This design comes from an exercise in tuning for small area, a short achievable clock period and few clock cycles per item on the open sky130 flow, not from production work.
Only simulation tests tie the RTL to the original design; equivalence was not proved.

== build 8 ==
==> flow/design.v (excerpt) <==
module cc_block (
	input					i_clk, i_rstn,
	input					i_start,
	input			[255:0]	i_key,
	input			[95:0]	i_non,
	input			[31:0]	i_cnt,
	output	wire	[511:0]	o_stream,
	output	wire			o_done
);
export LEC_CHECK = 0
export ABC_AREA = 1
export CAP_MARGIN = 20
export CORE_MARGIN = 2
export CORE_UTILIZATION = 48
export CTS_BUF_LIST = sky130_fd_sc_hd__clkbuf_8
export PLACE_DENSITY = 0.7
export SETUP_SLACK_MARGIN = 0.5
export SLEW_MARGIN = 20
create_clock -name core_clock -period 5.5 [get_ports {i_clk}]
standard.sh (not shown) runs the stock make flow with config.mk's settings and CLKGATE_MAP_FILE= SYNTH_SCRIPT=/design/flow/synth_recipe.tcl, a recipe that flattens the netlist after the stock synthesis.
==> flow/flow/run.sh <==
#!/bin/bash
# Layout flow: the standard flow (standard.sh) with the input and output
# port buffers made from the library's smallest buffer instead of the delay
# cell the placer picks by default. Every port still gets its own buffer.
set -uo pipefail
cd "$(dirname "${BASH_SOURCE[0]}")/.."
bash standard.sh 'BUFFER_PORTS_ARGS=-buffer_cell sky130_fd_sc_hd__buf_1' finish > flow_standard.log 2>&1
Testbench counts of build 8, summed over its fixed seeds: cycles 7,872, blocks 192.
What build 85 does differently from build 8 at the input level:
Settings: CORE_UTILIZATION now 55, was 48; PLACE_DENSITY no longer set, was 0.7; CTS_BUF_LIST no longer set, was sky130_fd_sc_hd__clkbuf_8.
Notes after the runs:
Via count of the routed design: lower on build 8
Per the final summary, build 85 finished and its layout is clean on timing, DRC and antenna.
What build 85 reported for antenna diode count has to be multiplied by 1.3 to get the figure for build 8.
Build 85 vs. build 8: routed wire length decreased by 1.4% relative to the old numbers; net total in the final layout now sits lower; post-route non-filler standard cell count now smaller; global-route track usage on met2 increased 5.1 points.
[inputs] build 73 vs build 85
Settings: GPL_TIMING_DRIVEN: unset -> 0; SETUP_SLACK_MARGIN: 0.5 -> unset; CORE_UTILIZATION: 55 -> 40.
==> notes.md <==
- The flow completed for build 73, but it is not clean: the layout still shows negative setup slack.
- When build 73 is set beside build 85, its global-route usage turns out to be 3.8 points smaller.
- From build 85 to build 73 the numbers moved as follows: arrival time of data at the critical path endpoint increased by 2.27 ns relative to the old numbers, clock buffer count in the final layout higher, total length of routed met2 wires now larger, final standard cell area without fillers shows a reduction of about 1.6%, final count of pins violating max slew flat.
- Status: clock-cell share of area parity (build 73, build 85)
- Build 73 vs build 85, pin count of the biggest net entering global routing went down by 150.
The inputs of build 26 differ from those of build 73 as listed below.
Settings: GPL_TIMING_DRIVEN: 0 -> unset; PLACE_DENSITY: unset -> 0.7; SETUP_SLACK_MARGIN: unset -> 0.5; CORE_UTILIZATION: 40 -> 48; CTS_CLUSTER_SIZE: unset -> 30.
## What came out
Of build 73 and build 26, just one finished clean: build 26.
Relative to build 73, met2 usage in global routing has gone up in build 26.
Build 73 -> build 26: total count of hold-check failures in the final report delta 0, exact match
Sum of buffers and inverters on the critical path ended up 6 higher on build 26 than on build 73.


== pepper ==
Starting RTL as in the previous note.
export LEC_CHECK = 0
export ABC_AREA = 1
export CAP_MARGIN = 20
export CORE_MARGIN = 2
export CORE_UTILIZATION = 48
export SLEW_MARGIN = 20
create_clock -name core_clock -period 5.5 [get_ports {i_clk}]
Scripts as last shown in full above: flow/flow/run.sh
Testbench counts of pepper, summed over its fixed seeds: cycles 7,872, blocks 192.
Relative to pepper, the following input files were edited for onyx:
# pepper
export LEC_CHECK = 0
export ABC_AREA = 1
export CAP_MARGIN = 20
export CORE_MARGIN = 2
export CORE_UTILIZATION = 48
export SLEW_MARGIN = 20
create_clock -name core_clock -period 5.5 [get_ports {i_clk}]
# onyx
export LEC_CHECK = 0
export ABC_AREA = 1
export CAP_MARGIN = 20
export CORE_MARGIN = 2
export CORE_UTILIZATION = 48
export SETUP_SLACK_MARGIN = 0.5
export SLEW_MARGIN = 20
create_clock -name core_clock -period 5.5 [get_ports {i_clk}]
Results
Logic depth of the worst setup path including buffers, onyx and pepper: higher on pepper. Cmp onyx vs pepper: number of setup buffers added after CTS higher in onyx. Of onyx and pepper, the lower clock network contribution to total cell area belongs to onyx. Diff pepper -> onyx: number of endpoints failing setup at the final stage held, arrival time reported for the critical path endpoint went down 2090 ps. Post-route non-filler standard cell count in onyx is about 1.1% higher than in pepper. onyx vs. pepper: aggregate global-route resource usage shows an increase of 0.18 points.
## Diff of input files: nickel against onyx
# onyx
export LEC_CHECK = 0
export ABC_AREA = 1
export CAP_MARGIN = 20
export CORE_MARGIN = 2
export CORE_UTILIZATION = 48
export SETUP_SLACK_MARGIN = 0.5
export SLEW_MARGIN = 20
create_clock -name core_clock -period 5.5 [get_ports {i_clk}]
# nickel
export LEC_CHECK = 0
export ABC_AREA = 1
export CAP_MARGIN = 20
export CORE_MARGIN = 2
export CORE_UTILIZATION = 48
export PLACE_DENSITY = 0.7
export SETUP_SLACK_MARGIN = 0.5
export SLEW_MARGIN = 20
create_clock -name core_clock -period 5.5 [get_ports {i_clk}]
Findings:
- nickel finished all stages; the layout is clean.
- nickel ended up with a higher met1 track utilization from global routing than onyx did.
- Setup slack: nickel vs onyx up 31 ps
- Net count reported at finish shrinks slightly when moving from onyx to nickel.
- Re non-clock buffer count in the final layout: nickel and onyx aren't equal, and the lower value belongs to nickel.


Starting RTL as in the previous note.
Settings: LEC_CHECK=0, ABC_AREA=1, CAP_MARGIN=20, CORE_MARGIN=2, CORE_UTILIZATION=48, SETUP_SLACK_MARGIN=0.8, SLEW_MARGIN=20; clock period 5.5 ns.
Scripts as last shown in full above: flow/flow/run.sh
The starting point ran to the end with no violations.
Testbench counts at the start, summed over its fixed seeds: cycles 7,872, blocks 192.
==> next run, changes <==
CORE_UTILIZATION = 45   (was 48)
PLACE_DENSITY = 0.7   (was default)
SETUP_SLACK_MARGIN = 0.4   (was 0.8)
Outcome: The changed run completed with no timing, DRC or antenna violations. Design area came out lower by 9.9%. Routed wire length came out lower by 2.3%. Worst setup slack improves by 0.045 ns.
==> next run, changes <==
CAP_MARGIN = 0   (was 20)
CORE_UTILIZATION = 48   (was 45)
PLACE_DENSITY = default   (was 0.7)
SETUP_SLACK_MARGIN = default   (was 0.4)
SLEW_MARGIN = 0   (was 20)
The changed run ran to the end with no violations. Final area drops by 4.1%. Global-route usage came out higher by 1.7 points. Wire length decreases by 3.8%. Via count shrinks by 1.1%. Synthesized area stays the same. Non-clock buffer count is lower by 101. Sequential cell count stays the same. Clock skew decreases by 0.013 ns. Utilization went up by 1.3 points.
==> next run, changes <==
CAP_MARGIN = 20   (was 0)
CORE_UTILIZATION = 40   (was 48)
SLEW_MARGIN = 20   (was 0)
Final area came out higher by about 2.7%; via count fell by about 0.4%; utilization shrinks by 8.0 points; die area rises by 20%; sequential cell count stays the same.
==> next run, changes <==
CORE_UTILIZATION = 48   (was 40)
GPL_TIMING_DRIVEN = 0   (was default)
PLACE_DENSITY = 0.7   (was default)
SETUP_SLACK_MARGIN = 0.5   (was default)
After rerunning:
- core utilization climbs by 12 points
- via count goes up by 8.2%
- setup slack improves by 0.17 ns
==> next run, changes <==
GPL_TIMING_DRIVEN = default   (was 0)
PLACE_DENSITY = default   (was 0.7)
SETUP_SLACK_MARGIN = 0.25   (was 0.5)
What happened:
- The new run completed with no timing, DRC or antenna violations
- cell count falls slightly
- area after synthesis is unchanged
- global-route usage falls by 8.1 points

## separate check: timing with driven ports
No port has a modelled driver above. Below, the same layouts with a new extraction and two added sets of constraints. Step 1 assumes that a clkbuf_16 drives the clock port and a buf_2 every other input. Step 2 times the ports against the registers' clock, not the clock port: input delays grow and output delays shrink by t, the midpoint of the rising clock arrivals with the driver on. Slacks: ideal / step 1 / step 2; pairs: ideal / step 1.
run	t, ns	slack for setup (ns)	latest minus earliest clock arrival (ns)	slew at the worst register clock pin (ns)	worst slew at a driven data input, ns
build 8	0.832	0.487 / 0.412 / 0.440	0.049 / 0.049	0.07 / 0.07	0.19
build 85	0.735	0.374 / 0.327 / 0.327	0.030 / 0.030	0.07 / 0.07	0.25
build 73	0.754	-0.208 / -0.208 / -0.208	0.028 / 0.028	0.07 / 0.07	0.28
build 26	0.734	0.483 / 0.374 / 0.374	0.026 / 0.026	0.07 / 0.07	0.21
pepper	0.722	0.053 / 0.053 / 0.053	0.023 / 0.023	0.07 / 0.07	0.22
onyx	0.714	0.452 / 0.404 / 0.412	0.029 / 0.029	0.07 / 0.07	0.22
nickel	0.734	0.483 / 0.374 / 0.374	0.026 / 0.026	0.07 / 0.07	0.21
the first run of note 3	0.718	0.358 / 0.285 / -0.106	0.018 / 0.018	0.07 / 0.07	0.22
the second run of note 3	0.739	0.403 / 0.382 / 0.382	0.036 / 0.036	0.07 / 0.07	0.23
the third run of note 3	0.722	0.053 / 0.053 / 0.053	0.023 / 0.023	0.07 / 0.07	0.22
the fourth run of note 3	0.750	0.187 / 0.113 / 0.113	0.043 / 0.043	0.07 / 0.07	0.23
the fifth run of note 3	0.736	0.361 / 0.271 / 0.271	0.033 / 0.032	0.08 / 0.08	0.28
the sixth run of note 3	0.713	0.324 / 0.293 / 0.322	0.022 / 0.022	0.07 / 0.07	0.21
Met with ideal ports but missed after step 2: setup timing in the first run of note 3. The setup slack of the first run of note 3, which loses most, moves by -0.073 ns with the drivers and by -0.464 ns with both steps.
